Background: an optimization exercise with open tools, aiming at small area. Do not read the settings as production practice.
In this exercise RTL edits were held to simulation tests only and were not proved equivalent to the original.
Power is estimated from default activity; no workload was simulated.

==> run A: inputs <==
==> flow/design.v (excerpt) <==
module pwm_top #(
    parameter integer WIDTH = 16
)(
    input  wire              clk_psc_i,      
    input  wire              rst_n_i,        
    input  wire [7:0]        addr_i,
    input  wire [15:0]       wdata_i,
    output wire [15:0]       rdata_o,
    input  wire              wr_en_i,
    input  wire              rd_en_i,
    output wire              pwm_ch1_a_o, pwm_ch1_b_o,
    output wire              pwm_ch2_a_o, pwm_ch2_b_o,
    output wire              pwm_ch3_a_o, pwm_ch3_b_o,
    output wire              pwm_ch4_a_o, pwm_ch4_b_o,
    output wire              pwm_ch5_a_o, pwm_ch5_b_o,
    output wire              pwm_ch6_a_o, pwm_ch6_b_o,
    output wire              pwm_ch7_a_o, pwm_ch7_b_o,
    output wire              pwm_ch8_a_o, pwm_ch8_b_o
);
clock: 10.0 ns
lec_check: 0
cap_margin: 20
core_margin: 2
core_utilization: 45
slew_margin: 20
run.sh (not shown) runs the stock make flow with config.mk's settings and CLKGATE_MAP_FILE= SYNTH_SCRIPT=/design/flow/synth_recipe.tcl, a recipe that flattens the netlist after the stock synthesis.
==> run R (differences from run A) <==
--- a/flow/design.v
+++ b/flow/design.v
@@ -4,23 +4,28 @@
     input  wire                 clk_psc_i,
     input  wire                 rst_n_i,
     input  wire                 cen_i,
     input  wire [PSC_WIDTH-1:0] psc_preload_i,
     output reg                  ck_cnt_o
 );
     reg [PSC_WIDTH-1:0] psc_counter_reg;
     reg [PSC_WIDTH-1:0] psc_shadow_reg;
-    wire psc_hit_w  = (psc_counter_reg == psc_shadow_reg);
+    reg                 psc_loaded_reg;   
+    wire psc_hit_w  = ~psc_loaded_reg | (psc_counter_reg == psc_shadow_reg);
     wire psc_zero_w = (psc_preload_i == {PSC_WIDTH{1'b0}});
+    always @(posedge clk_psc_i) begin
+        if (psc_hit_w && cen_i)
+            psc_shadow_reg <= psc_preload_i;
+    end
     always @(posedge clk_psc_i or negedge rst_n_i) begin
         if (!rst_n_i)
-            psc_shadow_reg <= {PSC_WIDTH{1'b0}};
-        else if (psc_hit_w && cen_i)
-            psc_shadow_reg <= psc_preload_i;
+            psc_loaded_reg <= 1'b0;
+        else if (cen_i)
+            psc_loaded_reg <= 1'b1;
     end
     always @(posedge clk_psc_i) begin
         if (!cen_i || psc_zero_w || psc_hit_w)
             psc_counter_reg <= {PSC_WIDTH{1'b0}};
         else
             psc_counter_reg <= psc_counter_reg + 1'b1;
         ck_cnt_o <= cen_i & (psc_zero_w | psc_hit_w);
     end
@@ -31,76 +36,70 @@
     input  wire                 clk_psc_i,
     input  wire                 rst_n_i,
     input  wire                 ck_cnt_i,
     input  wire                 cnt_en_i,
     input  wire [CNT_WIDTH-1:0] arr_preload_i,
     output reg  [CNT_WIDTH-1:0] cnt_o,
     output reg                  overflow_o,
     output reg                  inc_o,         
-    output wire                 cnt_hi_zero_o  
+    output wire                 cnt_hi_zero_o,  
+    output reg                  updated_o       
 );
     reg [CNT_WIDTH-1:0] arr_shadow_reg;
     wire wrap_w = (cnt_o[CNT_WIDTH-1:1] == arr_shadow_reg[CNT_WIDTH-1:1]) &
                   (cnt_o[0] | ~arr_shadow_reg[0]);
     assign cnt_hi_zero_o = (cnt_o[CNT_WIDTH-1:1] == {(CNT_WIDTH-1){1'b0}});
-    always @(posedge clk_psc_i or negedge rst_n_i) begin
-        if (!rst_n_i) begin
-            arr_shadow_reg <= {CNT_WIDTH{1'b0}};
-        end else begin
-            if (!cnt_en_i || overflow_o)
-                arr_shadow_reg <= arr_preload_i;
-        end
+    always @(posedge clk_psc_i) begin
+        if (!cnt_en_i || overflow_o)
+            arr_shadow_reg <= arr_preload_i;
     end
+    wire clr_w = ~cnt_en_i | (ck_cnt_i & wrap_w);
     always @(posedge clk_psc_i or negedge rst_n_i) begin
         if (!rst_n_i) begin
             cnt_o       <= {CNT_WIDTH{1'b0}};
             overflow_o  <= 1'b0;
-        end else if (!cnt_en_i) begin
-            cnt_o       <= {CNT_WIDTH{1'b0}};
-            overflow_o  <= 1'b0;
-        end else if (ck_cnt_i) begin
-            if (wrap_w) begin
-                cnt_o       <= {CNT_WIDTH{1'b0}};
-                overflow_o  <= 1'b1;
-            end else begin
-                cnt_o       <= cnt_o + 1'b1;
-                overflow_o  <= 1'b0;
-            end
         end else begin
-            overflow_o <= 1'b0;
+            cnt_o       <= clr_w ? {CNT_WIDTH{1'b0}} : cnt_o + {{(CNT_WIDTH-1){1'b0}}, ck_cnt_i};
+            overflow_o  <= cnt_en_i & ck_cnt_i & wrap_w;
         end
     end
+    always @(posedge clk_psc_i or negedge rst_n_i) begin
+        if (!rst_n_i)
+            updated_o <= 1'b0;
+        else if (overflow_o)
+            updated_o <= 1'b1;
+    end
     always @(posedge clk_psc_i)
         inc_o <= cnt_en_i & ck_cnt_i & ~wrap_w;
 endmodule
 module pwm_cmp_one #(
     parameter integer WIDTH = 16
 )(
     input  wire             clk_psc_i,
     input  wire             rst_n_i,
     input  wire [WIDTH-1:0] cnt_i,
     input  wire             cnt_hi_zero_i,
     input  wire             inc_i,
+    input  wire             updated_i,
     input  wire [WIDTH-1:0] cmp_i,
     input  wire             update_event_i,
     output reg              eq_o,
     output reg              gt_o
 );
     reg [WIDTH-1:0] cmp_reg;
-    always @(posedge clk_psc_i or negedge rst_n_i) begin
-        if (!rst_n_i)
-            cmp_reg <= {WIDTH{1'b0}};
-        else if (update_event_i)
+    always @(posedge clk_psc_i) begin
+        if (update_event_i)
             cmp_reg <= cmp_i;
     end
-    wire hi_eq_w = (cnt_i[WIDTH-1:1] == cmp_reg[WIDTH-1:1]);
-    wire eq_w    = hi_eq_w & (cnt_i[0] == cmp_reg[0]);
-    wire gt_w    = cnt_hi_zero_i ? (cnt_i[0] & hi_eq_w & ~cmp_reg[0])
-                                 : (gt_o | (inc_i & eq_o));
+    wire hi_eq_w  = updated_i ? (cnt_i[WIDTH-1:1] == cmp_reg[WIDTH-1:1]) : cnt_hi_zero_i;
+    wire lo_eq_w  = ~updated_i ? ~cnt_i[0] : (cnt_i[0] == cmp_reg[0]);
+    wire eq_w     = hi_eq_w & lo_eq_w;
+    wire gt_w     = cnt_hi_zero_i ? (cnt_i[0] & hi_eq_w)
+                                  : (gt_o | (inc_i & eq_o));
     always @(posedge clk_psc_i or negedge rst_n_i) begin
         if (!rst_n_i) begin
             eq_o <= 1'b0;
             gt_o <= 1'b0;
         end else begin
             eq_o <= eq_w;
             gt_o <= gt_w;
         end
@@ -109,33 +108,34 @@
 module pwm_comparator #(
     parameter integer WIDTH = 16
 )(
     input  wire                 clk_psc_i,
     input  wire                 rst_n_i,
     input  wire [WIDTH-1:0]     cnt_i,
     input  wire                 cnt_hi_zero_i,
     input  wire                 inc_i,
+    input  wire                 updated_i,
     input  wire [WIDTH-1:0]     cmp_start_i,
     input  wire [WIDTH-1:0]     cmp_end_i,
     input  wire                 update_event_i,
     output wire                 cnt_eq_cmp_start_o,
     output wire                 cnt_gt_cmp_start_o,
     output wire                 cnt_eq_cmp_end_o,
     output wire                 cnt_gt_cmp_end_o
 );
     pwm_cmp_one #(.WIDTH(WIDTH)) u_start (
         .clk_psc_i(clk_psc_i), .rst_n_i(rst_n_i),
-        .cnt_i(cnt_i), .cnt_hi_zero_i(cnt_hi_zero_i), .inc_i(inc_i),
+        .cnt_i(cnt_i), .cnt_hi_zero_i(cnt_hi_zero_i), .inc_i(inc_i), .updated_i(updated_i),
         .cmp_i(cmp_start_i), .update_event_i(update_event_i),
         .eq_o(cnt_eq_cmp_start_o), .gt_o(cnt_gt_cmp_start_o)
     );
     pwm_cmp_one #(.WIDTH(WIDTH)) u_end (
         .clk_psc_i(clk_psc_i), .rst_n_i(rst_n_i),
-        .cnt_i(cnt_i), .cnt_hi_zero_i(cnt_hi_zero_i), .inc_i(inc_i),
+        .cnt_i(cnt_i), .cnt_hi_zero_i(cnt_hi_zero_i), .inc_i(inc_i), .updated_i(updated_i),
         .cmp_i(cmp_end_i), .update_event_i(update_event_i),
         .eq_o(cnt_eq_cmp_end_o), .gt_o(cnt_gt_cmp_end_o)
     );
 endmodule
 module pwm_oc_refgen (
     input  wire clk_psc_i,           
     input  wire rst_n_i,             
     input  wire cmp_start_eq_i,      
@@ -180,32 +180,38 @@
     end
 endmodule
 module pwm_oc_deadtime #(
     parameter integer WIDTH = 8
 )(
     input  wire              clk_psc_i,
     input  wire              rst_n_i,
     input  wire              update_event_i,
+    input  wire              updated_i,        
     input  wire              pwm_in_i,
     input  wire [WIDTH-1:0]  dtg_preload_i,
     output wire              pwm_high_o,
     output wire              pwm_low_o
 );
     reg [WIDTH-1:0] dtg_shadow_r;
-    always @(posedge clk_psc_i or negedge rst_n_i) begin
-        if (!rst_n_i)
-            dtg_shadow_r <= {WIDTH{1'b0}};
-        else if (update_event_i)
+    always @(posedge clk_psc_i) begin
+        if (update_event_i)
             dtg_shadow_r <= dtg_preload_i;
     end
     reg [WIDTH-1:0] dt_counter_r;
     reg             pwm_in_dly_r;
     wire edge_w = (pwm_in_dly_r != pwm_in_i);
-    wire more_w = (dt_counter_r < dtg_shadow_r);
+    reg lt_r;
+    integer k;
+    always @(*) begin
+        lt_r = 1'b0;
+        for (k = 0; k < WIDTH; k = k + 1)
+            lt_r = dt_counter_r[k] ? (dtg_shadow_r[k] & lt_r) : (dtg_shadow_r[k] | lt_r);
+    end
+    wire more_w = updated_i & lt_r;
     always @(posedge clk_psc_i) begin
         if (edge_w && more_w)
             dt_counter_r <= dt_counter_r + 1'b1;
         else
             dt_counter_r <= {WIDTH{1'b0}};
     end
     always @(posedge clk_psc_i or negedge rst_n_i) begin
         if (!rst_n_i)
@@ -223,16 +229,17 @@
     input  wire rst_n_i,              
     input  wire cmp_start_eq_i,       
     input  wire cmp_start_gt_i,       
     input  wire cmp_end_eq_i,         
     input  wire cmp_end_gt_i,         
     input  wire oc_mode_i,            
     input  wire dtg_src_sel_i,        
     input  wire update_event_i,       
+    input  wire updated_i,            
     input  wire [DEADTIME_WIDTH-1:0] dtg_preload_i,  
     input  wire [1:0] oc_main_sel_i,  
     input  wire [1:0] oc_comp_sel_i,  
     input  wire oc_main_pol_i,        
     input  wire oc_comp_pol_i,        
     output wire oc_main_o,            
     output wire oc_comp_o             
 );
@@ -254,16 +261,17 @@
     );
     assign dtg_input_int = (dtg_src_sel_i) ? oc_ref_a_int : oc_ref_b_int;
     pwm_oc_deadtime #(
         .WIDTH(DEADTIME_WIDTH)
     ) u_deadtime (
         .clk_psc_i    (clk_psc_i),
         .rst_n_i      (rst_n_i),
         .update_event_i(update_event_i),
+        .updated_i    (updated_i),
         .pwm_in_i     (dtg_input_int),
         .dtg_preload_i(dtg_preload_i),
         .pwm_high_o   (oc_main_dt_int),
         .pwm_low_o    (oc_comp_dt_int)
     );
     reg oc_main_mux_int;
     reg oc_comp_mux_int;
     always @(*) begin
@@ -306,16 +314,17 @@
     output wire                 pwm_ch2_a_o,
     output wire                 pwm_ch2_b_o
 );
     wire ck_cnt_w;
     wire [WIDTH-1:0] cnt_val_w;
     wire overflow_w;
     wire inc_w;
     wire cnt_hi_zero_w;
+    wire updated_w;
     pwm_prescaler #(
         .PSC_WIDTH(WIDTH)
     ) u_pwm_prescaler (
         .clk_psc_i(clk_psc_i),
         .rst_n_i(rst_n_i),
         .cen_i(cnt_en_w),
         .psc_preload_i(psc_preload_w),
         .ck_cnt_o(ck_cnt_w)
@@ -326,29 +335,31 @@
         .clk_psc_i(clk_psc_i),
         .rst_n_i(rst_n_i),
         .ck_cnt_i(ck_cnt_w),
         .cnt_en_i(cnt_en_w),
         .arr_preload_i(arr_preload_w),
         .cnt_o(cnt_val_w),
         .overflow_o(overflow_w),
         .inc_o(inc_w),
-        .cnt_hi_zero_o(cnt_hi_zero_w)
+        .cnt_hi_zero_o(cnt_hi_zero_w),
+        .updated_o(updated_w)
     );
     wire cnt_eq_cmp_ch1_start_w;
     wire cnt_gt_cmp_ch1_start_w;
     wire cnt_eq_cmp_ch1_end_w;
     wire cnt_gt_cmp_ch1_end_w;
     pwm_comparator #(.WIDTH(WIDTH)) u_pwm_comparator_ch1 (
         .clk_psc_i(clk_psc_i),
         .rst_n_i(rst_n_i),
         .update_event_i(overflow_w),
         .cnt_i(cnt_val_w),
         .cnt_hi_zero_i(cnt_hi_zero_w),
         .inc_i(inc_w),
+        .updated_i(updated_w),
         .cmp_start_i(cmp_ch1_start_w),
         .cmp_end_i(cmp_ch1_end_w),
         .cnt_eq_cmp_start_o(cnt_eq_cmp_ch1_start_w),
         .cnt_gt_cmp_start_o(cnt_gt_cmp_ch1_start_w),
         .cnt_eq_cmp_end_o(cnt_eq_cmp_ch1_end_w),
         .cnt_gt_cmp_end_o(cnt_gt_cmp_ch1_end_w)
     );
     wire oc_main_ch1_o;
@@ -358,16 +369,17 @@
         .rst_n_i(rst_n_i),
         .cmp_start_eq_i(cnt_eq_cmp_ch1_start_w),
         .cmp_start_gt_i(cnt_gt_cmp_ch1_start_w),
         .cmp_end_eq_i(cnt_eq_cmp_ch1_end_w),
         .cmp_end_gt_i(cnt_gt_cmp_ch1_end_w),
         .oc_mode_i(cfg_reg_ch1[0]),
         .dtg_src_sel_i(cfg_reg_ch1[1]),
         .update_event_i(overflow_w),
+        .updated_i(updated_w),
         .dtg_preload_i(dtg_ch1_w),
         .oc_main_sel_i(cfg_reg_ch1[3:2]),
         .oc_comp_sel_i(cfg_reg_ch1[5:4]),
         .oc_main_pol_i(cfg_reg_ch1[6]),
         .oc_comp_pol_i(cfg_reg_ch1[7]),
         .oc_main_o(oc_main_ch1_o),
         .oc_comp_o(oc_comp_ch1_o)
     );
@@ -379,16 +391,17 @@
     wire cnt_gt_cmp_ch2_end_w;
     pwm_comparator #(.WIDTH(16)) u_pwm_comparator_ch2 (
         .clk_psc_i(clk_psc_i),
         .rst_n_i(rst_n_i),
         .update_event_i(overflow_w),
         .cnt_i(cnt_val_w),
         .cnt_hi_zero_i(cnt_hi_zero_w),
         .inc_i(inc_w),
+        .updated_i(updated_w),
         .cmp_start_i(cmp_ch2_start_w),
         .cmp_end_i(cmp_ch2_end_w),
         .cnt_eq_cmp_start_o(cnt_eq_cmp_ch2_start_w),
         .cnt_gt_cmp_start_o(cnt_gt_cmp_ch2_start_w),
         .cnt_eq_cmp_end_o(cnt_eq_cmp_ch2_end_w),
         .cnt_gt_cmp_end_o(cnt_gt_cmp_ch2_end_w)
     );
     wire oc_main_ch2_o;
@@ -398,16 +411,17 @@
         .rst_n_i(rst_n_i),
         .cmp_start_eq_i(cnt_eq_cmp_ch2_start_w),
         .cmp_start_gt_i(cnt_gt_cmp_ch2_start_w),
         .cmp_end_eq_i(cnt_eq_cmp_ch2_end_w),
         .cmp_end_gt_i(cnt_gt_cmp_ch2_end_w),
         .oc_mode_i(cfg_reg_ch2[0]),
         .dtg_src_sel_i(cfg_reg_ch2[1]),
         .update_event_i(overflow_w),
+        .updated_i(updated_w),
         .dtg_preload_i(dtg_ch2_w),
         .oc_main_sel_i(cfg_reg_ch2[3:2]),
         .oc_comp_sel_i(cfg_reg_ch2[5:4]),
         .oc_main_pol_i(cfg_reg_ch2[6]),
         .oc_comp_pol_i(cfg_reg_ch2[7]),
         .oc_main_o(oc_main_ch2_o),
         .oc_comp_o(oc_comp_ch2_o)
     );
==> flow/flow/run.sh (new file) <==
#!/bin/bash
# Own layout flow: the standard flow (standard.sh) with these changes:
#  1. synthesis maps the logic with an area-oriented ABC script (flow/abc_area.script)
#     instead of ORFS's; everything before ABC (including the flip-flop mapping) and
#     after it is ORFS's synthesis as synth_recipe.tcl runs it;
#  2. CTS runs without dummy loads;
#  3. the port buffers are buf_1 cells.
# Each tool's full output goes to a log file in this folder (run_*.log) and ORFS's logs.
set -euo pipefail
cd "$(dirname "$0")/.."
WORK=$PWD
mkdir -p "$WORK/myflow"

# synth.tcl with the ABC script swapped for ours
sed 's#^source $::env(SCRIPTS_DIR)/synth_preamble.tcl#source $::env(SCRIPTS_DIR)/synth_preamble.tcl\nset abc_args [lreplace $abc_args 1 1 '"$WORK"'/flow/abc_area.script]#' \
  "$FLOW_HOME/scripts/synth.tcl" > "$WORK/myflow/synth.tcl"
grep -q "flow/abc_area.script" "$WORK/myflow/synth.tcl"
sed 's#source $::env(SCRIPTS_DIR)/synth.tcl#source '"$WORK"'/myflow/synth.tcl#' \
  "$WORK/synth_recipe.tcl" > "$WORK/myflow/synth_recipe.tcl"
grep -q "myflow/synth.tcl" "$WORK/myflow/synth_recipe.tcl"

# standard.sh with our synthesis script, CTS arguments and port buffer cell
CTS_ARGS="-sink_clustering_enable -repair_clock_nets -dont_use_dummy_load -sink_clustering_size 24 -sink_clustering_max_diameter 80 -buf_list sky130_fd_sc_hd__clkbuf_16"
BPA="-buffer_cell sky130_fd_sc_hd__buf_1"
sed -e "s#SYNTH_SCRIPT=[^ ]*synth_recipe.tcl#SYNTH_SCRIPT=$WORK/myflow/synth_recipe.tcl 'CTS_ARGS=$CTS_ARGS' 'BUFFER_PORTS_ARGS=$BPA'#" \
  "$WORK/standard.sh" > "$WORK/myflow/standard.sh"
grep -q "myflow/synth_recipe.tcl" "$WORK/myflow/standard.sh"

bash "$WORK/myflow/standard.sh" > "$WORK/run_standard.log" 2>&1
==> flow/flow/abc_area.script (new file) <==
strash
dch -f
amap
strash
dch -f
amap
strash
dch -f
amap
topo
stime -c
buffer -c
upsize -c
dnsize -c
==> flow/standard.sh (new file) <==
#!/bin/bash
# synth_recipe.tcl (not shown) runs the flow's synth.tcl, then flattens the netlist and writes it again
# the make line also repeats each setting of config.mk as NAME=value (left out here)
make -C /OpenROAD-flow-scripts/flow DESIGN_CONFIG=/design/flow/config.mk WORK_HOME=/design/flow/orfs CLKGATE_MAP_FILE= SYNTH_SCRIPT=/design/flow/synth_recipe.tcl "${@:-finish}"
==> flow/config.mk (replaced) <==
export PLATFORM = sky130hd
export DESIGN_NAME = pwm_top
export DESIGN_NICKNAME = pwm_top
export VERILOG_FILES = /design/flow/design.v
export SDC_FILE = /design/flow/constraint.sdc
export NUM_CORES = 4
export LEC_CHECK = 0
export CAP_MARGIN = 20
export CORE_MARGIN = 2
export CORE_UTILIZATION = 62
export CTS_BUF_LIST = sky130_fd_sc_hd__clkbuf_16
export CTS_CLUSTER_DIAMETER = 80
export CTS_CLUSTER_SIZE = 24
export SLEW_MARGIN = 20
removed: flow/run.sh
==> qor summary <==
| quantity | run A | run R |
|---|---|---|
| Length in cells of the worst reg-to-reg path | 6 | 10 |
| Most common cell after layout, fill and taps aside | dfrtp_1 | nor2_1 |
| Placed cell count | 6,782 | 5,942 |
| Status | complete, no violations | complete, no violations |
| Worst Path Max Fanout | 31 | 16 |
| Total global routing track utilization | 31.9% | 43.4% |
| Hold depth | 1 | 0 |
| Clock transition time at the flip-flop clock pins of the worst setup and hold paths | 0.06 ns | 0.10 ns |
| Filler Cells Inserted | 12.1k | 6,585 |
| Clk. pwr | 0.00536 W | 0.00282 W |
| Yosys cell types | 84 | 73 |
| FFs & Latches | 1,288 | 1,296 |
| Cell count after synthesis | 5,216 | 4,882 |
| Part of the cycle the worst path needs | 83.9% | 79.4% |
| Y dimension of the die | 374 um | 300 um |
| Peak supply drop | 150 uV | 165 uV |
| XOR/XNOR share of the synthesized area | 7.09% | 0.0483% |
| Final-layout clock buffer total | 220 | 66 |
| Register bit count reported by yosys | 1,288 | 1,296 |
| Sequential cell area in the final layout | 31,700 um^2 | 34,100 um^2 |
| Final core utilization | 50.4% | 66.2% |
| Relative contribution of the clock network to total power | 45.8% | 27.1% |
| Net count after synthesis | 5,340 | 4,954 |

## static timing again, ports no longer ideal
The flow's constraints put no driver on any port. The routed layouts listed below were extracted and timed again, unchanged, in two steps.
Step 1 assumes that a clkbuf_16 drives the clock port and a buf_2 every other input.
Step 2 adds t to the input delays and takes it off the output delays; t is the mean of the earliest and latest rising clock arrival at the registers after step 1. Input paths then give back, and output paths get back, about the clock's delay inside the block.
Slacks: no drivers / after step 1 / after step 2; pairs: no drivers / after step 1.
run | t (ns) | slack for setup (ns) | hold slack, ns | clock arrival spread, ns
run A | 0.875 | 1.609 / 1.530 / 1.530 | 0.462 / 0.462 / 0.462 | 0.044 / 0.043
run R | 0.703 | 2.061 / 2.039 / 2.039 | 0.431 / 0.431 / 0.431 | 0.073 / 0.072
After both steps every run listed still meets setup and hold. The setup slack of run A, which loses most, moves by -0.079 ns with the drivers and by -0.079 ns with both steps.
